From an optimization exercise on the open Yosys and OpenROAD flow, aimed at small area; shortcuts taken in it are not production practice.
RTL that was checked went through simulation tests only; none was proved equivalent to the original.
No functional check of the RTL was part of run 2.
No driver is modelled on the clock port, so clock power and skew are understated where the tree is cut down; a real chip needs a root buffer or a tree.
Power and IR drop assume default switching activity.

==> design.v <==
module MUX(
    reset,
    clk,
    sel_one_hot,
    data_in_bus,
    data_out
);
    parameter channels=8,width=32;
    input reset,clk;
    input [channels-1:0]sel_one_hot;
    input [channels*width-1:0]data_in_bus;
    output reg [width-1:0]data_out;
    integer i;
    always @(*)
    begin
        data_out=data_in_bus[width-1:0];
        for (i=0;i<channels;i=i+1)
            if(sel_one_hot[i])
                data_out=data_in_bus[i*width+:width];
    end
endmodule
module next_grant_pre_calculator(
    request,
    grant,
    next_grant,
    reset,
    clk,
    priorities
);
    parameter channels=8;
    input reset;
    input clk;
    input [channels-1:0]request;
    input [channels-1:0]grant;
    output reg [channels-1:0]next_grant;
    output reg [channels-1:0]priorities;
    parameter Reset=2'b01;
    parameter Next_grant=2'b10;
    reg [1:0]state;
    reg [channels-1:0]priorities_c;
    reg [channels-1:0]next_grant_c;
    always @(posedge clk)
    begin
        if(reset)
        begin
            state<=Reset;
        end
        else
        begin
            case(state)
                Reset:
                begin
                    state<=Next_grant;
                end
                Next_grant:
                begin
                    state<=state;
                end
                default:
                begin
                    state<=Reset;
                end
            endcase
        end
    end
    always @(*)
    begin
        priorities_c=(~{grant[channels-2:0],grant[channels-1]})+1'b1;
        if(priorities_c==0)
        begin
            priorities_c=~0;
        end
        next_grant_c=request&priorities_c;
        if((next_grant_c==0)&& (request!=0))
        begin
            next_grant_c=request;
        end
    end
    always @(posedge clk)
    begin
        if(reset)
        begin
            next_grant<=0;
            priorities<=0;
        end
        else
        begin
            case(state)
                Reset:
                begin
                    priorities<=~0;
                    next_grant<=0;
                end
                Next_grant:
                begin
                    priorities<=priorities_c;
                    next_grant<=next_grant_c;
                end
                default:
                begin
                    priorities<=priorities;
                    next_grant<=next_grant;
                end
            endcase
        end
    end
endmodule
module grant_request(
    request,
    next_grant,
    clk,
    reset,
    grant,
    priorities,
    weight
);
    parameter channels=8;
    parameter width=32;
    parameter max_weight=16;
    input reset;
    input clk;
    input [channels-1:0] request;
    input [channels-1:0] next_grant;
    input [channels-1:0] priorities;
    input [width-1:0] weight;
    output reg [channels-1:0]grant;
    reg [1:0]state;
    reg [channels-1:0] blk_request;
    reg [width-1:0] blk_weight;
    reg [width-1:0] blk_counting;
    parameter Reset=2'b00;
    parameter Granting_process=2'b01;
    parameter get_weight=2'b10;
    parameter counting=2'b11;
    always @(posedge clk)
    begin
        if(reset)
        begin
            blk_request<=0;
        end
        else
        begin
            blk_request<=request;
        end
    end
    always @(posedge clk)
    begin
        if(reset)
        begin
            state<=Reset;
        end
        else
        begin
            case(state)
                Reset:
                begin
                    state<=Granting_process;
                end
                Granting_process:
                begin
                    if(grant!=0)
                    begin
                        state<=get_weight;
                    end
                    else
                    begin
                        state<=state;
                    end
                end
                get_weight:
                begin
                    state<=counting;
                end
                counting:
                begin
                    if(blk_counting>=blk_weight)
                    begin
                        state<=Granting_process;
                    end
                    else if(blk_counting>=max_weight)
                    begin
                        state<=Granting_process;
                    end
                    else
                    begin
                        state<=state;
                    end
                end
                default:
                begin
                    state<=Reset;
                end
            endcase
        end
    end
    always @(posedge clk)
    begin
        if(reset)
        begin
            grant<=0;
        end
        else
        begin
            case(state)
                Reset:
                begin
                    grant<=0;
                    blk_counting<=0;
                    blk_weight<=0;
                end
                Granting_process:
                begin
                    grant<=request&next_grant&(~next_grant+1'b1);
                    blk_counting<=32'd2;
                end 
                get_weight:
                begin
                    blk_weight<=weight;
                end
                counting:
                begin
                    blk_counting<=blk_counting+1;
                    grant<=grant;
                end
                default:
                begin
                    blk_counting<=blk_counting;
                    grant<=grant;
                end
            endcase
        end
    end
endmodule
module final_RRB(
    reset,
    clk,
    request,
    weight,
    grant
);
    parameter width=32;
    parameter channels=8;
    input reset;
    input clk;
    input [channels-1:0] request;
    input[channels*width-1:0]weight;
    output wire [channels-1:0] grant;
    wire [width-1:0]get_weight;
    wire [channels-1:0] next_grant;
    wire [channels-1:0] priorities;
    MUX m0(
        .reset(reset),
        .clk(clk),
        .sel_one_hot(grant),
        .data_in_bus(weight),
        .data_out(get_weight)
    );
    next_grant_pre_calculator N0(
        .reset(reset),
        .clk(clk),
        .request(request),
        .grant(grant),
        .next_grant(next_grant),
        .priorities(priorities)
    );
    grant_request g0(
        .reset(reset),
        .clk(clk),
        .request(request),
        .grant(grant),
        .next_grant(next_grant),
        .priorities(priorities),
        .weight(get_weight)
    );
endmodule
==> run.sh <==
#!/bin/bash
# synth_recipe.tcl (not shown) runs the flow's synth.tcl, then flattens the netlist and writes it again
# the make line also repeats each setting of config.mk as NAME=value (left out here)
make -C /OpenROAD-flow-scripts/flow DESIGN_CONFIG=/design/flow/config.mk WORK_HOME=/design/flow/orfs CLKGATE_MAP_FILE= SYNTH_SCRIPT=/design/flow/synth_recipe.tcl finish
==> config.mk <==
export PLATFORM = sky130hd
export DESIGN_NAME = final_RRB
export DESIGN_NICKNAME = final_RRB
export VERILOG_FILES = /design/flow/design.v
export SDC_FILE = /design/flow/constraint.sdc
export NUM_CORES = 4
export LEC_CHECK = 0
export CAP_MARGIN = 20
export CORE_AREA = 5 5 145 145
export DIE_AREA = 0 0 150 150
export SLEW_MARGIN = 20
==> constraint.sdc <==
create_clock -name core_clock -period 5.0 [get_ports {clk}]
set_input_delay 1.0000 -clock core_clock [delete_from_list [all_inputs] [get_ports {clk}]]
set_output_delay 1.0000 -clock core_clock [all_outputs]
set_load 0.01 [all_outputs]
==> results of run 1 <==
-- synthesized netlist by cell type, types with 3 or more instances --
master    number  share of area [%]
nand2b_1       5               0.41
mux2_2        33                4.9
o21a_1        34                3.4
a32oi_1        3               0.35
edfxtp_1      64                 25
and2_1        57                4.7
a22oi_1        7               0.69
buf_1          7               0.35
nor2_1        29                1.4
a21boi_0       4               0.40
o21ai_0       69                4.5
nor2b_1        6               0.49
clkbuf_1      44                2.2
and4_1         5               0.58
nor4_4         3               0.84
a221oi_1      34                3.9
inv_1        115                5.7
nor3b_1        3               0.30
dfxtp_1       20                5.3
xnor2_1       23                2.7
nand3_1       13               0.86
mux2i_1       34                4.5
nand4_1       18                1.5
or3_1          3               0.25
nor3_1         7               0.46
nor4_1         8               0.66
a21oi_1       83                5.5
xor2_1        10                1.2
a21o_1         6               0.59
or3b_2         3               0.35
ha_1          44                7.3
buf_2          6               0.40
nand2_1       54                2.7
a211oi_1       8               0.79
-- final cells by class --
| cell class | instances | share of cell area, % |
|---|---|---|
| flip-flops and latches | 84 | 21.50 |
| diodes | 1 | 0.02308 |
| well taps | 265 | 3.059 |
| inverters | 115 | 3.982 |
| multi-input cells | 641 | 42.39 |
| repair buffers | 284 | 25.97 |
| clock buffers | 10 | 2.205 |
| clock inverters | 6 | 0.8657 |
-- metrics by stage --
| step | hold WS, ns | std cells | instance area (um^2) | power [uW] | setup slack [ns] |
|---|---|---|---|---|---|
| 2_1_floorplan | 0.4464 | 900 | 7592 | 1591 | 2.005 |
| 3_3_place_gp | 0.4890 | 1389 | 10510 | 2001 | 1.890 |
| 3_5_place_dp | 0.4985 | 1389 | 10510 | 2018 | 1.846 |
| 4_1_cts | 0.5151 | 1405 | 10840 | 2763 | 1.983 |
| 5_1_grt | 0.5535 | 1406 | 10840 | 2921 | 1.932 |
| 6_report | 0.5089 | 1406 | 10840 | 2739 | 2.016 |
-- routing by layer --
metal / global-route usage [%] / up-vias / part of all wire, %
li1: - / 3687 / -
met5: 0 / - / 0.12
met3: 6.693 / 27 / 7.5
met1: 28.94 / 3414 / 41
met2: 38.79 / 233 / 50
met4: 5.627 / 4 / 1.6
-- power by group --
part | internal, uW | total [uW] | switching [uW] | leakage (uW)
Clock | 456 | 744 | 289 | 0.000160
Combinational | 468 | 910 | 442 | 0.00312
Sequential | 949 | 1080 | 135 | 0.000806
Total | 1870 | 2740 | 866 | 0.00408
-- worst max-delay path by stage --
stage	startpoint	endpoint	slack [ns]	cells after the start
2_1_floorplan	reset	g0.blk_counting[0]	2.00	2
3_3_place_gp	request[6]	N0.next_grant[2]	1.89	7
3_5_place_dp	request[6]	N0.next_grant[2]	1.85	7
4_1_cts	g0.grant[3]	grant[3]	1.98	1
5_1_grt	g0.grant[3]	grant[3]	1.93	1
6_report	g0.grant[3]	grant[3]	2.02	1
-- logic make-up after synthesis --
group | share of synthesized area, %
compound gates | 22.81
buf+inv | 8.949
mux | 9.377
flops | 30.59
fa+ha+maj | 7.251
xor+xnor | 3.807
simple gates | 17.22
-- state kept, by name (all words and copies together), names as in the netlist --
signal,cells
N0.next_grant,8
N0.state,2
g0.blk_counting,32
g0.blk_weight,32
g0.grant,8
g0.state,2
==> notes.md, run 1 <==
- Hold Path Sink: N0.state[0]
- Hpwl dp: 21480 um
- Hold Path Depth: 1
- Syn Nets: 1210
- 1st-iter DRT viols: 386
- CTS tree: yes
- Vias per cell: 5.238
- Fillcell total: 1856
- Min Tclk post-route: 2.984 ns
- Most frequent cells in the layout: clkdlybuf4s50_1 (273), inv_1 (115), a21oi_1 (83), o21ai_0 (69), edfxtp_1 (64)
- Final Hold Vio Count: 0
- Power per Cell Area: 252.7 nW/um^2
- VDD IR-drop max: 0.1347 mV
- Core box area: 19400 um^2
- Pre-Repair DR Iteration Count: 5
- Unrepaired setup endpoints after global routing: no
- Area of the multi-input gates: 4596 um^2
- Post-synth top flop: edfxtp_1
- Largest net degree at the start of global routing: 54
- Max Clk Rate: 0.3351 GHz
- Max-slew violation count: 0
- Worst path max stage delay: 0.94 ns
- Final Wtd Congestion: 0.9190
- IO Pins: 274
- Die H: 150 um
- R2R cell count: 7
- Post-CTS Setup Bufs: 0
- Seq/Total Area, Yosys: 30.59%
- Hold WC Path Type: flip-flop to flip-flop
- Final Cycle Share: 59.68%
- FFs w/ async S/R, synth: 0%
- First-pass GRT wire length: 39770 um
- R2R Setup Slk: 2.22 ns
- CTS Buf Count: 9
- # DRC: 0
- Port bufs: 273
- Fin util: 55.88%
- Worst path bufs/invs: 1
- Most common cell after layout, fill and taps aside: clkdlybuf4s50_1
- CP max FO: 39
- Post-Synthesis Cells: 900
- Leakage: 0.004082 uW
- Synthesized flop and latch total: 84
- Startpoint Class: flip-flop
- Routed via count: 7365
- Reg clk slew, reported paths: 0.07 ns
- Hold-fix buffers at CTS: 0
- Setup crit end kind: output pin
- Clock Sink Count: 84
- Die area: 22500 um^2
- Root Buffer: clkbuf_16
- Hold_sp: N0.state[0]
- Starting density of the core: 39.14%
- WP data required: 4.00 ns
- Final ANT Viol Nets: 0
- EDFF count, synth: 64
- Post-Route Skew: 0.008646 ns
- All-Layer GR Usage: 22.99%
- FF-to-FF Start: g0.grant[1]
- Chip width: 150 um
- R2R Path End: g0.blk_weight[4]
- Crit Path Class: flip-flop to output pin
- Slowest cell on crit path: dfxtp_2
- Synth Cell Area: 7592 um^2
- Final WL: 26540 um
- Vias in the first global route: 7152
- Routed WL per cell: 18.87 um
- H-tree depth: 3
- Yosys warning total: 3
- CP Cell Sequence: clkdlybuf4s50_1
- Share of cells above drive strength 1: 7.281%
- Post-Route Setup TNS: 0 ns
- Worst Tran Pin Value: 0.9202 ns
- Overflow after GRT: 0
- Run status: timing/DRC/antenna clean
- Avg Synthesized Cell Area: 8.436 um^2
- Clk latency of the worst-skew pair: 0.34 ns
- Max-cap violations: 0
- Netlist cell types: 63
- CP delay by family, top: flip-flops
- Max clock buf depth: 2
- Post-cts sizing count: 0
- Initial antenna violation count: 3
- P&R area growth vs syn: 42.78%
- Max transition margin: 38.65%
- Rows: 51
- Seq. cell area: 2331 um^2
- Nets: 1445
- WP data arrival: 1.98 ns
- Setup Viol. Count Final: 0
==> run 2: changes to the inputs <==
==> design.v (replaced) <==
module final_RRB(
    reset,
    clk,
    request,
    weight,
    grant
);
    parameter width=32;
    parameter channels=8;
    input reset;
    input clk;
    input [channels-1:0] request;
    input [channels*width-1:0] weight;
    output reg [channels-1:0] grant;
    reg       m;
    reg [3:0] x;
    reg       gv;
    reg [2:0] gi;
    reg [7:0] mask;
    reg [2:0] lo_idx, hi_idx, ni;
    reg       hi_any;
    wire      nv = |request;
    integer i;
    always @(*) begin
        for (i=0;i<8;i=i+1)
            mask[i] = gv && (i > gi);
        lo_idx = 3'd0;
        for (i=7;i>=0;i=i-1)
            if (request[i]) lo_idx = i;
        hi_idx = 3'd0;
        hi_any = 1'b0;
        for (i=7;i>=0;i=i-1)
            if (request[i] & mask[i]) begin hi_idx = i; hi_any = 1'b1; end
        ni = hi_any ? hi_idx : lo_idx;
    end
    reg [7:0] big;
    reg [3:0] wlo;
    reg       whi;
    reg [3:0] wload;
    always @(*) begin
        for (i=0;i<8;i=i+1)
            big[i] = |weight[i*width+4 +: width-4];
        wlo = weight[gi*width +: 4];
        whi = big[gi];
        if (whi)
            wload = 4'd0;
        else if (wlo <= 4'd2)
            wload = 4'd2;
        else
            wload = wlo;
    end
    wire x_is1 = (x == 4'd1);
    wire req_sel = request[x[2:0]];
    wire new_gv = x[3] & req_sel;
    always @(posedge clk) begin
        if (reset) begin
            m  <= 1'b0;
            x  <= 4'd1;
            gv <= 1'b0;
            gi <= 3'd0;
        end else if (!m) begin
            gv <= new_gv;
            gi <= new_gv ? x[2:0] : 3'd0;
            m  <= gv;
            if (gv)
                x <= 4'd1;
            else if (x_is1)
                x <= 4'd0;
            else
                x <= {nv, ni};
        end else begin
            if (x_is1)
                x <= wload;
            else if (x == 4'd2) begin
                m <= 1'b0;
                x <= {nv, ni};
            end else
                x <= x - 4'd1;
        end
    end
    always @(*) begin
        grant = 8'd0;
        grant[gi] = gv;
    end
endmodule
==> run 2 against run 1 <==
Compared with the run above: largest power group is now combinational logic; die area did not move; worst hold slack improved by 0.15 ns; non-clock buffer count fell by 10; sequential power fell by 92%; highest routed layer is now met4; cell area fell by 55%; critical path depth rose by 4; count of clock-buffer cells in the layout fell by 7; sequential share of layout area fell by 18 points.
==> notes.md, run 2 <==
- Run status: timing/DRC/antenna clean
- Yosys warning total: 1 (-2)
- P&R area growth vs syn: 174.2%
- Leakage: 0.001572 uW (-61%)
- Reg clk slew, reported paths: 0.04 ns (-0.03 ns)
- Overflow after GRT: 0 (unchanged)
- Setup crit end kind: output pin
- Largest net degree at the start of global routing: 19 (-65%)
- FFs w/ async S/R, synth: 0% (unchanged)
- Post-Synthesis Cells: 247 (-73%)
- Max clock buf depth: 2 (unchanged)
- Power per Cell Area: 110.7 nW/um^2 (-56%)
- Vias per cell: 4.014 (-23%)
- Avg Synthesized Cell Area: 7.213 um^2 (-14%)
- Root Buffer: clkbuf_16
- Die area: 22500 um^2 (unchanged)
- Port bufs: 273 (unchanged)
- Final Cycle Share: 77.23% (+18 points)
- Leading post-synthesis cells by cell area: nor4_1 (17%), mux4_2 (13%), dfxtp_1 (10%)
- Clock Sink Count: 9 (-89%)
- Seq. cell area: 180.2 um^2 (-92%)
- CTS Buf Count: 3 (-6)
- Post-Route Skew: 0.003493 ns (-0.005153 ns)
- All-Layer GR Usage: 10.95% (-12 points)
- Clk latency of the worst-skew pair: 0.24 ns (-0.10 ns)
- CTS tree: yes
- EDFF count, synth: 0 (-100%)
- Final Hold Vio Count: 0 (unchanged)
- Worst slack, placed: 1.322 ns (-0.5244 ns)
- VDD IR-drop max: 0.07819 mV (-42%)
- Most frequent cells in the layout: clkdlybuf4s50_1 (273), nor4_1 (47), nor2_1 (36), nand4_1 (22), nand2_1 (14)
- Max transition margin: 30.16% (-8.5 points)
- Synthesized flop and latch total: 9 (-89%)
- Hold WC Path Type: flip-flop to flip-flop
- Post-CTS Setup Bufs: 0 (unchanged)
- Post-synth top flop: dfxtp_1
- Final Wtd Congestion: 0.8645 (-5.9%)
- R2R Setup Slk: 2.39 ns (+0.17 ns)
- Netlist cell types: 45 (-29%)
- Worst Tran Pin Value: 1.040 ns (+0.1193 ns)
- Vias in the first global route: 3378 (-53%)
- Synth Cell Area: 1782 um^2 (-77%)
- Nets: 790 (-45%)
- Startpoint Class: flip-flop
- Unrepaired setup endpoints after global routing: no
- WP data required: 4.00 ns (about the same)
- H-tree depth: 1 (-2)
- Max-slew violation count: 0 (unchanged)
- Initial antenna violation count: 0 (-3)
- Dominant cell type by area after synthesis: nor4_1
- Rows: 51 (unchanged)
- Post-synth top area share: 16.50% (-8.8 points)
- Seq/Total Area, Yosys: 10.11% (-20 points)
- Max-cap violations: 0 (unchanged)
- Routed via count: 3131 (-57%)
- # diodes: 0 (-1)
- Pre-Repair DR Iteration Count: 4 (-1)
- Routed WL per cell: 16.69 um (-12%)
- Core box area: 19400 um^2 (unchanged)
- Area of the multi-input gates: 1519 um^2 (-67%)
- Biggest regs: x (4), gi (3)
- # DRC: 0 (unchanged)
- CP max FO: 14 (-64%)
- Min Tclk post-route: 3.861 ns (+0.8774 ns)
- Worst setup margin: 1.139 ns (-0.8774 ns)
- Final WL: 13020 um (-51%)
- WP data arrival: 2.86 ns (+0.88 ns)
- Hpwl dp: 11770 um (-45%)
- 1st-iter DRT viols: 78 (-80%)
- Fillcell total: 2109 (+14%)
- Hold-fix buffers at CTS: 0 (unchanged)
- Max reg flops: 4
- Max Clk Rate: 0.2590 GHz (-23%)
- Die H: 150 um (unchanged)
- Most numerous cell in the Yosys netlist: nor4_1
- Chip width: 150 um (unchanged)
- Syn Nets: 521 (-57%)
- Post-cts sizing count: 0 (unchanged)
- Share of cells above drive strength 1: 3.689% (-3.6 points)
- Most flops, register: x
- Post-synth top cells: nor4_1 (47), nor2_1 (36), nand4_1 (22)
- IO Pins: 274 (unchanged)
- First-pass GRT wire length: 18880 um (-53%)
- Most common cell after layout, fill and taps aside: clkdlybuf4s50_1
- Setup Viol. Count Final: 0 (unchanged)
- Starting density of the core: 9.185% (-30 points)
- Crit Path Class: flip-flop to output pin
- Final ANT Viol Nets: 0 (unchanged)
- Post-Route Setup TNS: 0 ns (unchanged)
-- run 2: cell count changes after synthesis, moves of 36 or more --
cell | previous run | this run
a21oi_1 | 83 | 7
edfxtp_1 | 64 | 0
o21ai_0 | 69 | 6
nand2_1 | 54 | 14
ha_1 | 44 | 8
and2_1 | 57 | 0
clkbuf_1 | 44 | 4
nor4_1 | 8 | 47
inv_1 | 115 | 8
-- run 2: logic make-up after synthesis --
group           Yosys count  synth area share (%)
compound gates           37                 14.89
xor+xnor                  1                0.4917
fa+ha+maj                 8                 5.618
buf+inv                  19                 4.634
flops                     9                 10.11
mux                      14                 14.89
simple gates            159                 49.37
-- run 2: power by group --
| group | switching [uW] | leakage [uW] | internal [uW] |
|---|---|---|---|
| Combinational | 86.6 | 0.00146 | 223 |
| Sequential | 11.5 | 0.0000731 | 76.4 |
| Clock | 37.1 | 0.0000409 | 106 |
| Total | 135 | 0.00157 | 405 |
-- run 2: path summary, 6_finish.rpt --
| path | cells past startpoint | startpoint | end |
|---|---|---|---|
| hold reg to reg | 2 | x[1] | gi[1] |
| hold / removal | 2 | x[1] | gi[1] |
| setup / recovery | 5 | gi[2] | grant[5] |
| setup reg to reg | 8 | gi[2] | x[1] |
-- run 2: layout make-up --
type,count,area share [%]
clock buffer,3,1.537
clock inverter,1,0.1025
inverter,9,0.6916
multi-input combinational,219,31.10
sequential,9,3.689
tap,265,6.788
timing repair buffer,274,56.10
-- run 2: layer usage --
| metal | global-route usage [%] | up-vias | part of all wire (%) |
|---|---|---|---|
| met5 | 0 | - | 0 |
| met4 | 0.6862 | 0 | 0.31 |
| met3 | 3.331 | 4 | 9.2 |
| met2 | 20.46 | 160 | 50 |
| met1 | 12.82 | 1420 | 40 |
| li1 | - | 1547 | - |
-- run 2: worst max-delay path, stage by stage (launching register included) --
cell and delay (ns):
dfxtp_1 0.76, clkinv_1 0.48, ha_1 0.50, nand2b_1 0.19, nor2_1 0.12, clkdlybuf4s50_1 0.56
-- run 2: metrics by stage --
stage,utilization (%),hold WS (ns),cells,total power (uW),area [um^2]
floorplan,-,0.5858,247,161.6,1782
global placement,24.77,0.6547,776,398.3,4805
detailed placement,24.77,0.6488,776,399.1,4805
CTS,25.18,0.6637,780,544.5,4885
global route,25.18,0.6958,780,570.4,4885
finish,25.18,0.6565,780,540.5,4885
==> run 3: changes to the inputs <==
==> design.v (replaced) <==
module final_RRB(
    reset,
    clk,
    request,
    weight,
    grant
);
    parameter width=32;
    parameter channels=8;
    input reset;
    input clk;
    input [channels-1:0] request;
    input [channels*width-1:0] weight;
    output wire [channels-1:0] grant;
    reg       m;
    reg [3:0] x;
    reg       gv;
    reg [2:0] gi;
    integer i;
    wire [7:0] t;
    assign t[0] = ~gi[2] & ~gi[1] & ~gi[0];
    assign t[1] = ~gi[2] & ~gi[1] &  gi[0];
    assign t[2] = ~gi[2] &  gi[1] & ~gi[0];
    assign t[3] = ~gi[2] &  gi[1] &  gi[0];
    assign t[4] =  gi[2] & ~gi[1] & ~gi[0];
    assign t[5] =  gi[2] & ~gi[1] &  gi[0];
    assign t[6] =  gi[2] &  gi[1] & ~gi[0];
    assign t[7] =  gi[2] &  gi[1] &  gi[0];
    assign grant = t & {8{gv}};
    wire [7:0] above;
    assign above[0] = 1'b0;
    genvar k;
    generate
        for (k=1;k<8;k=k+1) begin : g_above
            assign above[k] = above[k-1] | grant[k-1];
        end
    endgenerate
    wire [7:0] rh = request & above;
    wire       hi_any = |rh;
    wire [7:0] rs = hi_any ? rh : request;
    reg  [2:0] ni;
    always @(*) begin
        ni = 3'd0;
        for (i=7;i>=0;i=i-1)
            if (rs[i]) ni = i;
    end
    wire nv = |request;
    reg [7:0] big;
    reg [3:0] wlo;
    reg       whi;
    always @(*) begin
        wlo = 4'd0;
        whi = 1'b0;
        for (i=0;i<8;i=i+1) begin
            big[i] = |weight[i*width+4 +: width-4];
            wlo = wlo | (weight[i*width +: 4] & {4{t[i]}});
            whi = whi | (big[i] & t[i]);
        end
    end
    wire wsmall = ~wlo[3] & ~wlo[2] & ~(wlo[1] & wlo[0]);
    wire [3:0] wload = {~whi & wlo[3], ~whi & wlo[2],
                        ~whi & (wlo[1] | wsmall), ~whi & wlo[0] & ~wsmall};
    wire [3:0] xdec = {x[3] ^ ~(x[2] | x[1] | x[0]),
                       x[2] ^ ~(x[1] | x[0]),
                       x[1] ^ ~x[0],
                       ~x[0]};
    wire x_is1 = (x == 4'd1);
    wire x_is2 = (x == 4'd2);
    wire req_sel = request[x[2:0]];
    wire new_gv = x[3] & req_sel;
    always @(posedge clk) begin
        if (reset) begin
            m  <= 1'b0;
            x  <= 4'd1;
            gv <= 1'b0;
            gi <= 3'd0;
        end else if (!m) begin
            gv <= new_gv;
            gi <= x[2:0] & {3{new_gv}};
            m  <= gv;
            if (gv)
                x <= 4'd1;
            else if (x_is1)
                x <= 4'd0;
            else
                x <= {nv, ni};
        end else begin
            if (x_is1)
                x <= wload;
            else if (x_is2) begin
                m <= 1'b0;
                x <= {nv, ni};
            end else
                x <= xdec;
        end
    end
endmodule
==> flow/run.sh (new file) <==
#!/bin/bash
# Standard ORFS layout, with the smallest buffer (buf_1) on every input and output port
# instead of the one buffer_ports picks by default.
set -euo pipefail
bash standard.sh 'BUFFER_PORTS_ARGS=-buffer_cell sky130_fd_sc_hd__buf_1' finish > standard.log 2>&1
==> standard.sh (new file) <==
#!/bin/bash
# synth_recipe.tcl (not shown) runs the flow's synth.tcl, then flattens the netlist and writes it again
# the make line also repeats each setting of config.mk as NAME=value (left out here)
make -C /OpenROAD-flow-scripts/flow DESIGN_CONFIG=/design/flow/config.mk WORK_HOME=/design/flow/orfs CLKGATE_MAP_FILE= SYNTH_SCRIPT=/design/flow/synth_recipe.tcl "${@:-finish}"
--- a/config.mk
+++ b/config.mk
@@ -6,6 +6,7 @@
 export NUM_CORES = 4
 export LEC_CHECK = 0
 export CAP_MARGIN = 20
-export CORE_AREA = 5 5 145 145
-export DIE_AREA = 0 0 150 150
+export CORE_AREA = 3 3 97 97
+export CTS_BUF_LIST = sky130_fd_sc_hd__clkbuf_1 sky130_fd_sc_hd__clkbuf_2
+export DIE_AREA = 0 0 100 100
 export SLEW_MARGIN = 20
removed: run.sh
==> run 3 against run 2 <==
Compared with the run above: combinational power fell by 25%; flip-flop and latch count did not move; die area fell by 56%; critical path depth fell by 1; clock power fell by 67%; cell count fell by 21%; largest power group unchanged; synthesized area fell by 0.91%.
==> notes.md, run 3 <==
- Run status: timing/DRC/antenna clean
- CP Cell Sequence: nor2b_1, nor2b_1, and2_1, buf_1
- Post-synth top flop: dfxtp_1
- Wire length on met3: 949 um (-21%)
- Die H: 100 um (-33%)
- Post-synth top cells: nor4_1 (59), nor2_1 (19), nand2_1 (13), nand3_1 (13)
- Most flops, register: x
- Nets: 785 (-0.63%)
- Power share of the combinational group: 60.1% (+2.8 points)
- # DRC: 0 (unchanged)
- H-tree depth: 1 (unchanged)
- Final Hold Vio Count: 0 (unchanged)
- Most frequent cells in the layout: buf_1 (273), nor4_1 (59), nor2_1 (19), nand2_1 (13), nand3_1 (13)
- Worst path bufs/invs: 1 (-1)
- NetSw: 174.5 uW (+29%)
- Met2 routed WL: 5826 um (-11%)
- Reg clk slew, reported paths: 0.10 ns (+0.06 ns)
- Slowest cell on crit path: dfxtp_1
- Hpwl dp: 9715 um (-17%)
- Startpoint Class: flip-flop
- Worst path max stage delay: 0.72 ns (-0.04 ns)
- Final total power: 388.6 uW (-28%)
- Most common cell after layout, fill and taps aside: buf_1
- First-pass GRT wire length: 15720 um (-17%)
- Hold-fix buffers at CTS: 0 (unchanged)
- Initial antenna violation count: 0 (unchanged)
- Leading post-synthesis cells by cell area: nor4_1 (21%), dfxtp_1 (10%), nor2_1 (4.0%)
- Clk latency of the worst-skew pair: 0.26 ns (+0.02 ns)
- Final Cycle Share: 61.29% (-16 points)
- CTS tree: yes
- Switch share: 44.90% (+20 points)
- CP delay by family, top: simple AND/OR/NAND/NOR gates
- WP data arrival: 2.06 ns (-0.80 ns)
- Share of cells above drive strength 1: 3.107% (-0.58 points)
- Min Tclk post-route: 3.065 ns (-0.7968 ns)
- Largest net degree at the start of global routing: 34 (+15)
- Setup Viol. Count Final: 0 (unchanged)
- FFs w/ async S/R, synth: 0% (unchanged)
- Synthesized flop and latch total: 9 (unchanged)
- CTS Buf Count: 3 (unchanged)
- Pre-Repair DR Iteration Count: 4 (unchanged)
- Vias in the first global route: 3208 (-5.0%)
- Post-cts sizing count: 0 (unchanged)
- Unrepaired setup endpoints after global routing: no
- Hold WC Path Type: flip-flop to flip-flop
- VDD IR-drop max: 0.06305 mV (-19%)
- Setup crit end kind: output pin
- Met1 WL: 3895 um (-25%)
- # diodes: 0 (unchanged)
- Port bufs: 273 (unchanged)
- Rows: 33 (-35%)
- Max Clk Rate: 0.3263 GHz (+26%)
- Crit Path Class: flip-flop to output pin
- IO Pins: 274 (unchanged)
- Clock Sink Count: 9 (unchanged)
- P&R area growth vs syn: 62.44%
- Biggest regs: x (4), gi (3)
- R2R Path End: x[3]
- CP most frequent cell: nor2b_1
- Post-Route Skew: 0.006307 ns (+0.002813 ns)
- Avg Synthesized Cell Area: 7.090 um^2 (-1.7%)
- Post-synth top area share: 20.91% (+4.4 points)
- Die area: 10000 um^2 (-56%)
- Int Pwr: 214.1 uW (-47%)
- Starting density of the core: 21.06% (+12 points)
- Synth Cell Area: 1765 um^2 (-0.91%)
- Final ANT Viol Nets: 0 (unchanged)
- EDFF count, synth: 0 (unchanged)
- Root Buffer: clkbuf_2
- R2R cell count: 7 (-1)
- Max-cap violations: 0 (unchanged)
- Vias per cell: 5.177 (+29%)
- Area of the multi-input gates: 1478 um^2 (-2.7%)
- Clock share of power: 12.3% (-14 points)
- CP max FO: 17 (+3)
- Routed WL per cell: 17.36 um (+4.0%)
- Hold slack: 0.6691 ns (+0.01263 ns)
- Power per Cell Area: 135.5 nW/um^2 (+22%)
- Hold_sp: x[1]
- Max transition margin: 50.78% (+21 points)
- Routed via count: 3210 (+2.5%)
- Post-Route Setup TNS: 0 ns (unchanged)
- Hold Path Depth: 2 (unchanged)
- Leakage: 0.0008513 uW (-46%)
- R2R Setup Slk: 2.43 ns (+0.04 ns)
- Max clock buf depth: 2 (unchanged)
- Worst setup margin: 1.935 ns (+0.7968 ns)
- 1st-iter DRT viols: 130 (+67%)
- Fillcell total: 943 (-55%)
- Overflow after GRT: 0 (unchanged)
- Dominant cell type by area after synthesis: nor4_1
- Seq/Total Area, Yosys: 10.21% (+0.093 points)
- Seq. cell area: 181.4 um^2 (+0.69%)
- Most numerous cell in the Yosys netlist: nor4_1
- FF-to-FF Start: gi[1]
- Core box area: 8382 um^2 (-57%)
- Post-Synthesis Cells: 249 (+0.81%)
- Worst Tran Pin Value: 0.7373 ns (-0.3022 ns)
- All-Layer GR Usage: 19.95% (+9.0 points)
- Seq pwr share: 27.6% (+11 points)
- Max reg flops: 4 (unchanged)
- Worst slack, placed: 2.139 ns (+0.8169 ns)
- Hold Path Sink: gi[1]
- Max-slew violation count: 0 (unchanged)
- Yosys warning total: 1 (unchanged)
- Highest metal used: met4
- Final Wtd Congestion: 0.8862 (+2.5%)
- Post-CTS Setup Bufs: 0 (unchanged)
- WP data required: 4.00 ns (about the same)
- Chip width: 100 um (-33%)
- Syn Nets: 518 (-0.58%)
- Post-route cell area: 2868 um^2 (-41%)
- Post-Place Cell Area: 2848 um^2 (-41%)
- Netlist cell types: 56 (+24%)
- Final WL: 10760 um (-17%)
==> run 3: kinds of logic after synthesis <==
group | count (synthesis) | share of synthesized area (%)
AND/OR/NAND/NOR | 144 | 46.14
AO/OA/AOI/OAI | 62 | 27.36
buffers and inverters | 20 | 6.094
multiplexers | 9 | 7.087
flip-flops | 9 | 10.21
adder cells (fa/ha/maj) | 3 | 2.126
XOR/XNOR | 2 | 0.9924
==> run 3: worst max path at each step <==
stage                     cells after the start  endpoint         from
after floorplan                               7      x[0]   request[4]
after global placement                        8      x[3]  weight[199]
after detailed placement                      8      x[3]   weight[50]
after CTS                                     3  grant[3]        gi[2]
after global routing                          4  grant[1]        gi[0]
final                                         4  grant[1]        gi[0]
==> run 3: stage by stage <==
step / utilization, % / cells
finish: 34.21 / 620
global route: 34.21 / 620
CTS: 34.20 / 620
detailed placement: 33.98 / 616
global placement: 33.98 / 616
floorplan: - / 249
==> run 3: area by class of cell <==
class	instances	share of cell area, %
inverter	9	1.178
sequential	9	6.326
clock buffer	4	0.6545
multi-input combinational	220	51.53
tap	105	4.581
timing repair buffer	273	35.73
==> run 3: worst register-to-register path, stage by stage, from the launching register on <==
cell and delay (ns):
dfxtp_1 0.81, nor2b_1 0.30, nor2b_1 0.23, o21ai_0 0.17, nand4_1 0.26, nor4_1 0.46, nand3_1 0.14, a21oi_1 0.14
==> run 3: power by group through the flow <==
| stage | logic, uW | registers [uW] | clock network [uW] |
|---|---|---|---|
| floorplan | 129 | 92.5 | 0 |
| global placement | 231 | 109 | 0 |
| detailed placement | 231 | 109 | 0 |
| CTS | 234 | 107 | 48.5 |
| global route | 260 | 111 | 53.5 |
| finish | 234 | 107 | 47.6 |
==> run 3: per-layer routing <==
metal	vias to the layer above	GRT usage [%]
li1	1557	-
met1	1448	22.46
met2	196	41.10
met3	9	1.598
met4	0	2.487
met5	-	0
==> run 4: changes to the inputs <==
--- a/design.v
+++ b/design.v
@@ -26,15 +26,12 @@
     assign t[5] =  gi[2] & ~gi[1] &  gi[0];
     assign t[6] =  gi[2] &  gi[1] & ~gi[0];
     assign t[7] =  gi[2] &  gi[1] &  gi[0];
-    assign grant = t & {8{gv}};
-    wire [7:0] above;
-    assign above[0] = 1'b0;
-    genvar k;
-    generate
-        for (k=1;k<8;k=k+1) begin : g_above
-            assign above[k] = above[k-1] | grant[k-1];
-        end
-    endgenerate
+    assign grant = {t[7] & gv, t[6:0]};
+    wire [7:0] u = {t[7] & gv, t[6:1], t[0] | ~gv};
+    reg [7:0] above;
+    always @(*)
+        for (i=0;i<8;i=i+1)
+            above[i] = (i > gi);
     wire [7:0] rh = request & above;
     wire       hi_any = |rh;
     wire [7:0] rs = hi_any ? rh : request;
@@ -53,8 +50,8 @@
         whi = 1'b0;
         for (i=0;i<8;i=i+1) begin
             big[i] = |weight[i*width+4 +: width-4];
-            wlo = wlo | (weight[i*width +: 4] & {4{t[i]}});
-            whi = whi | (big[i] & t[i]);
+            wlo = wlo | (weight[i*width +: 4] & {4{u[i]}});
+            whi = whi | (big[i] & u[i]);
         end
     end
     wire wsmall = ~wlo[3] & ~wlo[2] & ~(wlo[1] & wlo[0]);
@@ -73,17 +70,15 @@
             m  <= 1'b0;
             x  <= 4'd1;
             gv <= 1'b0;
-            gi <= 3'd0;
+            gi <= 3'd7;
         end else if (!m) begin
             gv <= new_gv;
-            gi <= x[2:0] & {3{new_gv}};
+            gi <= x[2:0] | {3{~new_gv}};
             m  <= gv;
             if (gv)
                 x <= 4'd1;
-            else if (x_is1)
-                x <= 4'd0;
             else
-                x <= {nv, ni};
+                x <= {nv & ~x_is1, ni[2:1], ni[0] & ~x_is1};
         end else begin
             if (x_is1)
                 x <= wload;
==> flow/run.sh (replaced) <==
#!/bin/bash
# Standard ORFS layout with three changes:
#  - synthesis maps the logic with area-oriented ABC scripts (flow/synth.tcl),
#    and without Yosys's half/full-adder extraction (ADDER_MAP_FILE empty);
#  - every input and output port gets the smallest buffer, buf_1, instead of
#    the one buffer_ports picks by default.
set -euo pipefail
export MY_FLOW_DIR=$PWD/flow
bash standard.sh SYNTH_SCRIPT=$PWD/flow/synth.tcl ADDER_MAP_FILE= \
  'BUFFER_PORTS_ARGS=-buffer_cell sky130_fd_sc_hd__buf_1' finish > standard.log 2>&1
==> flow/abc_1.script (new file) <==
strash
&get -n
&st
&dch -f
&nf -a -R 1000
&put
==> flow/abc_2.script (new file) <==
strash
&get -n
&st
&deepsyn -T 20
&dch -f
&nf -a -R 1000
&put
==> flow/abc_3.script (new file) <==
strash
&get -n
&st
&deepsyn -T 20 -S 7
&dch -f
&nf -a -R 1000
&put
==> flow/abc_4.script (new file) <==
strash
ifraig
dc2
dch -f
map -a
==> flow/synth.tcl (new file) <==
# The standard flow's synthesis script (synth_recipe.tcl), except that the combinational
# mapping step (yosys abc) is run with several area-oriented ABC scripts,
# flow/abc_*.script, and the smallest result is kept. Registers are not
# touched by abc, so their names and cells are those of the standard synthesis.
proc synth {args} { yosys synth -nofsm -noshare {*}$args }
proc abc {args} {
  set i [lsearch -exact $args -script]
  if { $i < 0 || ![info exists ::env(MY_FLOW_DIR)] } {
    yosys abc {*}$args
    return
  }
  yosys design -save pre_abc
  set best_area -1
  set best ""
  foreach sc [lsort [glob $::env(MY_FLOW_DIR)/abc_*.script]] {
    yosys design -load pre_abc
    lset args [expr {$i + 1}] $sc
    yosys abc {*}$args
    set rpt $::env(RESULTS_DIR)/[file rootname [file tail $sc]].stat
    yosys tee -q -o $rpt stat {*}$::lib_args
    set fh [open $rpt r]
    set txt [read $fh]
    close $fh
    if { [regexp {Chip area for module[^:]*:\s*([0-9.]+)} $txt -> area] } {
      puts "abc script [file tail $sc]: area $area"
      if { $best_area < 0 || $area < $best_area } {
        set best_area $area
        set best $sc
        yosys design -save best_abc
      }
    }
  }
  puts "abc: keeping [file tail $best] (area $best_area)"
  yosys design -load best_abc
}
source $::env(SCRIPTS_DIR)/synth.tcl
# left out here: clear keep_hierarchy, flatten, clean up, hide names made inside functions, write 1_2_yosys.v
==> run 4 against run 3 <==
Compared with the run above: count of clock-buffer cells in the layout is the same; total power grew 37%; flip-flop and latch count is the same; worst setup slack lost 0.071 ns; cell count shrank 6.0%; clock power shrank 1%; fmax shrank 2.3%; via count shrank 8.8%.
==> notes.md, run 4 <==
- Run status: timing/DRC/antenna clean
- Post-synth top cells: nor4_1 (57), o21ai_0 (19), nor2_1 (16)
- WP data required: 4.00 ns (about the same)
- Setup Viol. Count Final: 0 (unchanged)
- R2R Path End: x[1]
- Final WL: 9881 um (-8.2%)
- Reg clk slew, reported paths: 0.09 ns (about the same)
- Max Clk Rate: 0.3189 GHz (-2.3%)
- Max transition margin: 26.91% (-24 points)
- FF-to-FF Start: gi[2]
- Pre-Repair DR Iteration Count: 4 (unchanged)
- Initial antenna violation count: 1 (+1)
- Netlist cell types: 28 (-50%)
- WP data arrival: 2.14 ns (+0.08 ns)
- H-tree depth: 1 (unchanged)
- VDD IR-drop max: 0.07588 mV (+20%)
- Crit Path Class: flip-flop to output pin
- Post-Synth Simple-Gate Area: 53.98% (+7.8 points)
- Worst path max stage delay: 0.92 ns (+0.20 ns)
- Port bufs: 273 (unchanged)
- Biggest regs: x (4), gi (3)
- Multiplexer area fraction after synthesis: 0% (-7.1 points)
- Avg Synthesized Cell Area: 6.427 um^2 (-9.4%)
- All-Layer GR Usage: 18.11% (-1.8 points)
- Unrepaired setup endpoints after global routing: no
- CP Cell Sequence: clkinv_1, nor3_1, buf_1
- 1st-iter DRT viols: 159 (+22%)
- Dominant cell type by area after synthesis: nor4_1
- Leading post-synthesis cells by cell area: nor4_1 (28%), dfxtp_1 (14%), o21ai_0 (7.5%)
- Rows: 33 (unchanged)
- Final Cycle Share: 62.72% (+1.4 points)
- Final Hold Vio Count: 0 (unchanged)
- Largest net degree at the start of global routing: 10 (-71%)
- Die area: 10000 um^2 (unchanged)
- CP max FO: 8 (-9)
- Post-synth top flop: dfxtp_1
- Max-cap violations: 0 (unchanged)
- Largest family of logic cells by synthesized area: simple AND/OR/NAND/NOR gates
- Most numerous cell in the Yosys netlist: nor4_1
- Die H: 100 um (unchanged)
- Yosys warning total: 1 (unchanged)
- NetSw: 268.6 uW (+54%)
- Fillcell total: 965 (+2.3%)
- Share of cells above drive strength 1: 0.8403% (-2.3 points)
- Post-Synthesis Cells: 198 (-20%)
- FFs w/ async S/R, synth: 0% (unchanged)
- Power share of the combinational group: 66.4% (+6.3 points)
- Hold Path Depth: 2 (unchanged)
- Worst setup margin: 1.864 ns (-0.07132 ns)
- First-pass GRT wire length: 14190 um (-9.7%)
- Final Wtd Congestion: 0.8965 (+1.2%)
- IO Pins: 274 (unchanged)
- Final ANT Viol Nets: 0 (unchanged)
- Routed via count: 2927 (-8.8%)
- Post-cts sizing count: 0 (unchanged)
- Clk latency of the worst-skew pair: 0.26 ns (about the same)
- Setup crit end kind: output pin
- R2R Setup Slk: 2.27 ns (-0.16 ns)
- Hold-fix buffers at CTS: 0 (unchanged)
- Seq pwr share: 24.7% (-2.9 points)
- R2R cell count: 8 (+1)
- Switch share: 50.34% (+5.4 points)
- Syn Nets: 464 (-10%)
- Slowest cell on crit path: nor3_1
- Clock share of power: 8.8% (-3.5 points)
- Seq/Total Area, Yosys: 14.16% (+4.0 points)
- Most common cell after layout, fill and taps aside: buf_1
- XOR/XNOR Fraction of Synth Area: 1.377% (+0.38 points)
- Int Pwr: 265.0 uW (+24%)
- Worst slack, placed: 1.896 ns (-0.2424 ns)
- Post-synthesis compound-gate area fraction: 29.01% (+1.7 points)
- CTS Buf Count: 3 (unchanged)
- Post-Route Skew: 0.01174 ns (+0.005431 ns)
- Leakage: 0.0006530 uW (-23%)
- Power per Cell Area: 216.9 nW/um^2 (+60%)
- Chip width: 100 um (unchanged)
- Nets: 743 (-5.4%)
- Hpwl dp: 9102 um (-6.3%)
- Core box area: 8382 um^2 (unchanged)
- Vias per cell: 5.021 (-3.0%)
- Most flops, register: x
- Overflow after GRT: 0 (unchanged)
- Post-Route Setup TNS: 0 ns (unchanged)
- Min Tclk post-route: 3.136 ns (+0.07132 ns)
- Post-synth top area share: 28.02% (+7.1 points)
- Vias in the first global route: 2917 (-9.1%)
- Worst Tran Pin Value: 1.088 ns (+0.3506 ns)
- Max-slew violation count: 0 (unchanged)
- Hold Path Sink: gv
- Clock Sink Count: 9 (unchanged)
- Max clock buf depth: 2 (unchanged)
- P&R area growth vs syn: 93.31%
- Synth Cell Area: 1272 um^2 (-28%)
- Startpoint Class: flip-flop
- Max reg flops: 4 (unchanged)
- Most frequent cells in the layout: buf_1 (273), nor4_1 (57), o21ai_0 (19), nor2_1 (16), nand3_1 (13)
- Root Buffer: clkbuf_2
- EDFF count, synth: 0 (unchanged)
- Synthesized flop and latch total: 9 (unchanged)
- Fraction of the mapped netlist area in adder cells: 0% (-2.1 points)
- Routed WL per cell: 16.95 um (-2.4%)
- Hold_sp: gv
- Starting density of the core: 15.18% (-5.9 points)
- Post-CTS Setup Bufs: 0 (unchanged)
- Hold WC Path Type: flip-flop to flip-flop
- Final total power: 533.6 uW (+37%)
- # DRC: 0 (unchanged)
- CTS tree: yes
## run 4: worst max path at each step
stage / from / to / depth (start not counted)
after floorplan: weight[205] / x[1] / 8
after global placement: weight[93] / x[1] / 9
after detailed placement: weight[93] / x[1] / 9
after CTS: gi[2] / grant[4] / 3
after global routing: gi[2] / grant[4] / 3
final: gi[2] / grant[4] / 3
## run 4: through the flow
stage	instances	hold WS (ns)	util, %	cell area, um^2
after global placement	577	0.5019	29.06	2436
after detailed placement	577	0.5080	29.06	2436
after floorplan	198	0.4701	-	1272
after global routing	582	0.5609	29.32	2457
after CTS	581	0.5237	29.29	2455
final	583	0.5375	29.35	2460
## run 4: per-layer routing
metal	global-route usage [%]	part of all wire, %
met3	1.112	9.2
met1	21.46	38
met2	34.79	50
met5	0	0
met4	5.181	2.5
## run 4: logic make-up (layout without fill, tap and decap cells)
kind of cell / count (synthesis) / after routing
buf+inv: 5 / 283
other cells: 0 / 2
compound gates: 57 / 57
simple gates: 125 / 125
flops: 9 / 9
xor+xnor: 2 / 2
## run 4: power by group through the flow
stage | Clock (uW) | Combinational (uW) | Sequential, uW
final | 47.1 | 355 | 132
after global routing | 51.1 | 403 | 134
after CTS | 46.9 | 356 | 129
after detailed placement | 0 | 355 | 131
after global placement | 0 | 356 | 133
after floorplan | 0 | 196 | 121
## run 4: critical path: cells and delay by family (launching register included)
family,cells,cell delay (ns)
simple gates,1,0.92
flops,1,0.52
buf+inv,2,0.46
## run 4: cell type report
type,count,area (um^2),share of cell area [%]
multi-input combinational,184,1074,43.64
timing repair buffer,274,1032,41.96
sequential,9,180.2,7.325
tap,105,131.4,5.341
clock buffer,4,18.77,0.7630
inverter,5,18.77,0.7630
antenna,2,5.005,0.2035
==> run 5: changes to the inputs <==
==> flow/run.sh (replaced) <==
#!/bin/bash
# Standard ORFS layout with these changes:
#  - synthesis maps the logic with area-oriented ABC scripts (flow/synth.tcl),
#    and without Yosys's half/full-adder extraction (ADDER_MAP_FILE empty);
#  - every input and output port gets the smallest buffer, buf_1, instead of
#    the one buffer_ports picks by default;
#  - after CTS, the registers are all driven by the root clock buffer
#    (flow/cts_post.tcl), since there are only a few of them.
set -euo pipefail
export MY_FLOW_DIR=$PWD/flow
bash standard.sh SYNTH_SCRIPT=$PWD/flow/synth.tcl ADDER_MAP_FILE= \
  'BUFFER_PORTS_ARGS=-buffer_cell sky130_fd_sc_hd__buf_1' \
  POST_CTS_TCL=$PWD/flow/cts_post.tcl finish > standard.log 2>&1
==> flow/cts_post.tcl (new file) <==
# After CTS: the design has only a few registers, so drive all of them from
# the root clock buffer (made a clkbuf_4) and remove the buffers CTS put
# below it (and any dummy load cells). The clock port still feeds only the
# root buffer.
set block [ord::get_db_block]
set clk_net [$block findNet clk]
set root ""
foreach it [$clk_net getITerms] {
  set inst [$it getInst]
  if { [string match "sky130_fd_sc_hd__clkbuf_*" [[$inst getMaster] getName]] } {
    set root $inst
  }
}
if { $root ne "" } {
  set root_net [[$root findITerm X] getNet]
  set changed 1
  while { $changed } {
    set changed 0
    foreach it [$root_net getITerms] {
      set inst [$it getInst]
      if { [$inst getName] eq [$root getName] } { continue }
      if { ![string match "sky130_fd_sc_hd__clkbuf_*" [[$inst getMaster] getName]] } { continue }
      set xo [$inst findITerm X]
      set leaf_net [$xo getNet]
      $it disconnect
      if { $leaf_net ne "NULL" } {
        foreach s [$leaf_net getITerms] {
          if { [[$s getInst] getName] ne [$inst getName] } {
            $s disconnect
            $s connect $root_net
          }
        }
        $xo disconnect
        odb::dbNet_destroy $leaf_net
      }
      puts "cts_post: removed [$inst getName]"
      odb::dbInst_destroy $inst
      set changed 1
      break
    }
  }
  set db [ord::get_db]
  $root swapMaster [$db findMaster sky130_fd_sc_hd__clkbuf_4]
  puts "cts_post: [$root getName] drives [llength [$root_net getITerms]] pins"
  # the larger buffer may overlap its neighbours: legalize again
  detailed_placement
  check_placement -verbose
}
--- a/config.mk
+++ b/config.mk
@@ -7,6 +7,6 @@
 export LEC_CHECK = 0
 export CAP_MARGIN = 20
 export CORE_AREA = 3 3 97 97
-export CTS_BUF_LIST = sky130_fd_sc_hd__clkbuf_1 sky130_fd_sc_hd__clkbuf_2
+export CTS_BUF_LIST = sky130_fd_sc_hd__clkbuf_2
 export DIE_AREA = 0 0 100 100
 export SLEW_MARGIN = 20
==> run 5 against run 4 <==
Compared with the run above: still clean on timing, DRC and antenna; critical path depth unchanged; cell count is 0.69% lower; worst hold slack got worse by 0.012 ns; synthesized area unchanged; synthesized cell count stayed put; first-iteration DRC count rose by 42%; die area unchanged; non-clock buffer count unchanged; clock skew fell by 0.011 ns; flip-flop and latch count unchanged; sequential power barely moved; worst setup slack improved by 0.070 ns.
==> notes.md, run 5 <==
- CP Cell Sequence: clkinv_1, nor3_1, buf_1
- Setup crit end kind: output pin
- # DRC: 0 (unchanged)
- Seq pwr share: 25.6% (+0.9 points)
- Avg Synthesized Cell Area: 6.427 um^2 (unchanged)
- EDFF count, synth: 0 (unchanged)
- Final ANT Viol Nets: 0 (unchanged)
- Post-synth top area share: 28.02% (unchanged)
- Hpwl dp: 9102 um (unchanged)
- Post-Synthesis Cells: 198 (unchanged)
- WP data arrival: 2.07 ns (-0.07 ns)
- Final Wtd Congestion: 0.8965 (unchanged)
- Clock share of power: 5.5% (-3.3 points)
- Int Pwr: 255.2 uW (-3.7%)
- Dominant cell type by area after synthesis: nor4_1
- Max transition margin: 24.20% (-2.7 points)
- Most common cell after layout, fill and taps aside: buf_1
- Core box area: 8382 um^2 (unchanged)
- Worst slack, placed: 1.896 ns (unchanged)
- Biggest regs: x (4), gi (3)
- Most numerous cell in the Yosys netlist: nor4_1
- Die H: 100 um (unchanged)
- Synth Cell Area: 1272 um^2 (unchanged)
- Unrepaired setup endpoints after global routing: no
- Power per Cell Area: 209.9 nW/um^2 (-3.3%)
- Seq/Total Area, Yosys: 14.16% (unchanged)
- Switch share: 50.28% (-0.052 points)
- Starting density of the core: 15.18% (unchanged)
- Syn Nets: 464 (unchanged)
- Inst Count DP: 577 (unchanged)
- 1st-iter DRT viols: 225 (+42%)
- Most frequent cells in the layout: buf_1 (273), nor4_1 (57), o21ai_0 (19), nor2_1 (16), nand3_1 (13)
- Pre-Repair DR Iteration Count: 4 (unchanged)
- Post-synth top cells: nor4_1 (57), o21ai_0 (19), nor2_1 (16)
- P&R area growth vs syn: 92.23%
- Die area: 10000 um^2 (unchanged)
- VDD IR-drop max: 0.07408 mV (-2.4%)
- Chip width: 100 um (unchanged)
- Slowest cell on crit path: nor3_1
- NetSw: 258.2 uW (-3.9%)
- First-pass GRT wire length: 14130 um (-0.44%)
- Final Cycle Share: 61.33% (-1.4 points)
- WP data required: 4.00 ns (about the same)
- Yosys warning total: 1 (unchanged)
- IO Pins: 274 (unchanged)
- Clock Sink Count: 9 (unchanged)
- Reg clk slew, reported paths: 0.10 ns (about the same)
- Post-synth top flop: dfxtp_1
- Post-Route Skew: 0.0008363 ns (-0.01090 ns)
- Max Clk Rate: 0.3261 GHz (+2.3%)
- Share of cells above drive strength 1: 0.4228% (-0.42 points)
- Run status: timing/DRC/antenna clean
- Worst setup margin: 1.934 ns (+0.06961 ns)
- Vias in the first global route: 2910 (-0.24%)
- Worst Tran Pin Value: 1.128 ns (+0.04044 ns)
- Rows: 33 (unchanged)
- Leading post-synthesis cells by cell area: nor4_1 (28%), dfxtp_1 (14%), o21ai_0 (7.5%)
- Overflow after GRT: 0 (unchanged)
- All-Layer GR Usage: 18.27% (+0.16 points)
- Max-cap violations: 0 (unchanged)
- Final WL: 9863 um (-0.18%)
- Power share of the combinational group: 68.9% (+2.5 points)
- Routed WL per cell: 17.03 um (+0.51%)
- Startpoint Class: flip-flop
- Initial antenna violation count: 0 (-1)
- Most flops, register: x
- Routed via count: 2923 (-0.14%)
- Max-slew violation count: 0 (unchanged)
- Max reg flops: 4 (unchanged)
- Post-Route Setup TNS: 0 ns (unchanged)
- Leakage: 0.0006439 uW (-1.4%)
- Crit Path Class: flip-flop to output pin
- FFs w/ async S/R, synth: 0% (unchanged)
- Final Hold Vio Count: 0 (unchanged)
- Synthesized flop and latch total: 9 (unchanged)
- CP max FO: 8 (unchanged)
- Setup Viol. Count Final: 0 (unchanged)
- Largest net degree at the start of global routing: 10 (unchanged)
- Port bufs: 273 (unchanged)
- Netlist cell types: 28 (unchanged)
- Clk latency of the worst-skew pair: 0.16 ns (-0.10 ns)
- Final non-filler cell total: 579 (-0.69%)
- Nets: 741 (-0.27%)
- Hold WC Path Type: flip-flop to flip-flop
- Worst path max stage delay: 0.95 ns (+0.03 ns)
- Min Tclk post-route: 3.066 ns (-0.06961 ns)
- Vias per cell: 5.048 (+0.55%)
run 5: layer usage:
| layer | vias up | global-route usage [%] | wire length [um] |
|---|---|---|---|
| li1 | 1395 | - | - |
| met1 | 1301 | 21.71 | 3735 |
| met2 | 211 | 35.45 | 4958 |
| met3 | 16 | 1.042 | 941 |
| met4 | 0 | 4.456 | 227 |
| met5 | - | 0 | 0 |
run 5: worst paths after layout:
path | start | end | slack [ns] | cells past startpoint
worst max-delay path | gi[2] | grant[4] | 1.93 | 3
worst min-delay path | gv | gv | 0.53 | 2
worst max register to register | gi[2] | x[1] | 2.24 | 8
worst min register to register | gv | gv | 0.53 | 2
run 5: logic make-up after synthesis:
| logic type | after synthesis | synth area share, % |
|---|---|---|
| DFF | 9 | 14.16 |
| xor gates and xnor gates | 2 | 1.377 |
| AOI/OAI and AO/OA | 57 | 29.01 |
| buffers and inverters | 5 | 1.475 |
| and+or+nand+nor | 125 | 53.98 |
run 5: worst max-delay path: cells and delay by family (launching register included):
family	cells	cell delay (ns)
buffers and inverters	2	0.45
DFF	1	0.50
and+or+nand+nor	1	0.95
run 5: power by group through the flow:
| stage | logic [uW] | registers [uW] | clock network (uW) |
|---|---|---|---|
| after floorplan | 196 | 121 | 0 |
| after global placement | 356 | 133 | 0 |
| after detailed placement | 355 | 131 | 0 |
| after global routing | 403 | 134 | 32.8 |
| final | 354 | 131 | 28.5 |
run 5: cell type report:
class,instances,area (um^2)
Antenna cell,1,2.502
Sequential cell,9,180.2
Timing Repair Buffer,274,1032
Clock buffer,1,7.507
Multi-Input combinational cell,184,1074
Fill cell,967,5936
Tap cell,105,131.4
Inverter,5,18.77
run 5: metrics by stage:
| stage | total power, uW | utilization [%] | instance area [um^2] | hold slack (ns) |
|---|---|---|---|---|
| after global routing | 569.8 | 29.15 | 2444 | 0.5630 |
| after global placement | 488.9 | 29.06 | 2436 | 0.5019 |
| final | 513.4 | 29.18 | 2446 | 0.5255 |
| after floorplan | 316.7 | - | 1272 | 0.4701 |
| after detailed placement | 486.2 | 29.06 | 2436 | 0.5080 |
==> run 6: changes to the inputs <==
==> flow/abc_2.script (replaced) <==
strash
&get -n
&st
&deepsyn -T 20
&dch -f
&nf -a -R 1000 -C 32
&put
==> flow/abc_3.script (replaced) <==
strash
&get -n
&st
&deepsyn -T 20 -S 3
&dch -f
&nf -a -R 1000 -C 32
&put
==> flow/abc_4.script (replaced) <==
strash
&get -n
&st
&deepsyn -T 20
&dch -f
&nf -a -p -R 1000 -C 32
&put
==> flow/abc_5.script (new file) <==
strash
&get -n
&st
&deepsyn -T 20
&dch -f
&nf -a -R 1000
&put
==> run 6 against run 5 <==
Compared with the run above: cell count is 0.86% lower; sequential power hardly changed; global-route usage increased by 0.20 points; utilization shrank 0.090 points; largest cell class unchanged.
==> notes.md, run 6 <==
- Largest net degree at the start of global routing: 10 (unchanged)
- Nets: 737 (-0.54%)
- Final ANT Viol Nets: 0 (unchanged)
- Final Cycle Share: 69.28% (+8.0 points)
- Die H: 100 um (unchanged)
- Unrepaired setup endpoints after global routing: no
- Seq/Total Area, Yosys: 14.39% (+0.23 points)
- Synth Cell Area: 1252 um^2 (-1.6%)
- Max-slew violation count: 0 (unchanged)
- WP data required: 5.10 ns (+1.10 ns)
- FFs w/ async S/R, synth: 0% (unchanged)
- Yosys warning total: 1 (unchanged)
- Final Hold Vio Count: 0 (unchanged)
- Overflow after GRT: 0 (unchanged)
- Most numerous cell in the Yosys netlist: nor4_1
- Chip width: 100 um (unchanged)
- Reg clk slew, reported paths: 0.11 ns (about the same)
- Max-cap violations: 0 (unchanged)
- WP data arrival: 3.56 ns (+1.49 ns)
- Max reg flops: 4 (unchanged)
- Worst slack, placed: 1.259 ns (-0.6378 ns)
- Final WL: 9928 um (+0.66%)
- Post-Route Skew: 0.0005844 ns (-0.0002519 ns)
- Most frequent cells in the layout: buf_1 (273), nor4_1 (58), o21ai_0 (18), nor2_1 (17), nand3_1 (15)
- Port bufs: 273 (unchanged)
- Vias in the first global route: 2968 (+2.0%)
- Setup crit end kind: flip-flop
- VDD IR-drop max: 0.09894 mV (+34%)
- Synthesized flop and latch total: 9 (unchanged)
- Worst Tran Pin Value: 0.8633 ns (-0.2650 ns)
- Avg Synthesized Cell Area: 6.523 um^2 (+1.5%)
- Hold WC Path Type: flip-flop to flip-flop
- Post-synth top area share: 28.97% (+0.95 points)
- Hpwl dp: 9137 um (+0.38%)
- Power per Cell Area: 210.1 nW/um^2 (+0.11%)
- Run status: timing/DRC/antenna clean
- Setup Viol. Count Final: 0 (unchanged)
- EDFF count, synth: 0 (unchanged)
- Post-Route Setup TNS: 0 ns (unchanged)
- # diodes: 0 (-1)
- Dominant cell type by area after synthesis: nor4_1
- Max Clk Rate: 0.2887 GHz (-11%)
- Post-synth top cells: nor4_1 (58), o21ai_0 (18), nor2_1 (17)
- Worst setup margin: 1.536 ns (-0.3976 ns)
- 1st-iter DRT viols: 189 (-16%)
- Routed WL per cell: 17.30 um (+1.5%)
- All-Layer GR Usage: 18.47% (+0.20 points)
- Leakage: 0.0006529 uW (+1.4%)
- First-pass GRT wire length: 14150 um (+0.14%)
- Rows: 33 (unchanged)
- P&R area growth vs syn: 94.71%
- Crit Path Class: primary input to flip-flop
- Most flops, register: x
- Starting density of the core: 14.94% (-0.24 points)
- Hold slack: 0.5254 ns (-0.0001210 ns)
- Die area: 10000 um^2 (unchanged)
- Most common cell after layout, fill and taps aside: buf_1
- Final Wtd Congestion: 0.9070 (+1.2%)
- Vias per cell: 4.981 (-1.3%)
- Syn Nets: 458 (-1.3%)
- Post-synth top flop: dfxtp_1
- IO Pins: 274 (unchanged)
- Max transition margin: 42.23% (+18 points)
- Netlist cell types: 27 (-3.6%)
- Routed via count: 2859 (-2.2%)
- Startpoint Class: primary input
- Share of cells above drive strength 1: 0.8529% (+0.43 points)
- Clock Sink Count: 9 (unchanged)
- R2R Setup Slk: 2.23 ns (about the same)
- Core box area: 8382 um^2 (unchanged)
- Clk latency of the worst-skew pair: 0.16 ns (about the same)
- CP max FO: 4 (-4)
- Leading post-synthesis cells by cell area: nor4_1 (29%), dfxtp_1 (14%), o21ai_0 (7.2%)
- Pre-Repair DR Iteration Count: 5 (+1)
- Post-Synthesis Cells: 192 (-3.0%)
- Biggest regs: x (4), gi (3)
- Min Tclk post-route: 3.464 ns (+0.3976 ns)
- # DRC: 0 (unchanged)
- Initial antenna violation count: 0 (unchanged)
run 6: cell count changes in the layout (fill, tap and decap cells not counted), sizes merged, moves of 3 or more:
cell	previous run	this run
a21oi	12	8
a221oi	3	0
a222oi	4	8
a22o	4	0
a22oi	2	6
nor3	8	4
run 6: layer usage:
| layer | track usage (%) | vias up | wire [um] |
|---|---|---|---|
| li1 | - | 1385 | - |
| met1 | 19.77 | 1266 | 3528 |
| met2 | 36.17 | 190 | 4992 |
| met3 | 3.683 | 18 | 1092 |
| met4 | 5.285 | 0 | 314 |
| met5 | 0 | - | 0 |
run 6: area by class of cell:
cell class / instances / area, um^2
fillers: 983 / 5943
multi-input cells: 178 / 1054
repair buffers: 276 / 1047
flip-flops and latches: 9 / 180.2
well taps: 105 / 131.4
inverters: 5 / 18.77
clock buffers: 1 / 7.507
run 6: worst max-delay path: stages:
cell and delay, ns:
buf_1 0.13, nor4_1 0.74, nand3_1 0.19, o21ai_0 0.22
nand2_1 0.07, nor4_1 0.66, o21ai_0 0.19, and3_1 0.23
o22ai_1 0.13
run 6: path summary, 6_finish.rpt:
kind / start / end / cells past startpoint
worst max-delay path: weight[92] / x[1] / 9
worst min-delay path: gv / gv / 2
worst max register to register: gi[2] / x[0] / 11
worst min register to register: gv / gv / 2
run 6: through the flow:
step | area, um^2 | std cells | util [%] | total power (uW)
finish | 2439 | 574 | 29.09 | 512.4
global placement | 2431 | 573 | 29.00 | 495.1
floorplan | 1252 | 192 | - | 310.9
detailed placement | 2431 | 573 | 29.00 | 487.8
global route | 2439 | 574 | 29.09 | 567.8
run 6: cell families (layout without fill, tap and decap cells):
kind of cell / Yosys count / after routing / synth area share (%)
xor gates and xnor gates: 2 / 2 / 1.399
DFF: 9 / 9 / 14.39
AOI/OAI and AO/OA: 53 / 53 / 28.47
and+or+nand+nor: 123 / 123 / 54.25
buffers and inverters: 5 / 282 / 1.499
run 6: power by group:
part / switching [uW] / internal [uW] / leakage [uW]
registers: 33.7 / 95.1 / 0.0000740
clock network: 20.6 / 9.61 / 0.00000460
logic: 202 / 151 / 0.000574
total: 257 / 256 / 0.000653

==> static timing again, ports no longer ideal <==
The results above use ideal ports. As a check the final layouts listed here were re-extracted and re-timed, cells and wires unchanged. Step 1: set_driving_cell puts a clkbuf_16 on clk and a buf_2 on each other input, an assumption about the parent block. Step 2 times the ports against the registers' clock, not the clock port: input delays grow and output delays shrink by t, the midpoint of the rising clock arrivals with the driver on. a / b / c = ideal / step 1 / step 2; a / b = the first two.
run | t (ns) | setup WS [ns] | clock arrival spread, ns
run 1 | 0.382 | 2.016 / 1.973 / 1.804 | 0.009 / 0.009
run 2 | 0.267 | 1.139 / 1.107 / 1.374 | 0.003 / 0.004
run 3 | 0.278 | 1.935 / 1.911 / 2.072 | 0.007 / 0.007
run 4 | 0.269 | 1.864 / 1.844 / 1.975 | 0.012 / 0.012
run 5 | 0.180 | 1.934 / 1.912 / 1.970 | 0.001 / 0.001
run 6 | 0.183 | 1.536 / 1.519 / 1.335 | 0.000 / 0.001
After both steps every run listed still meets setup and hold. The setup slack of run 1, which loses most, moves by -0.043 ns with the drivers and by -0.212 ns with both steps.
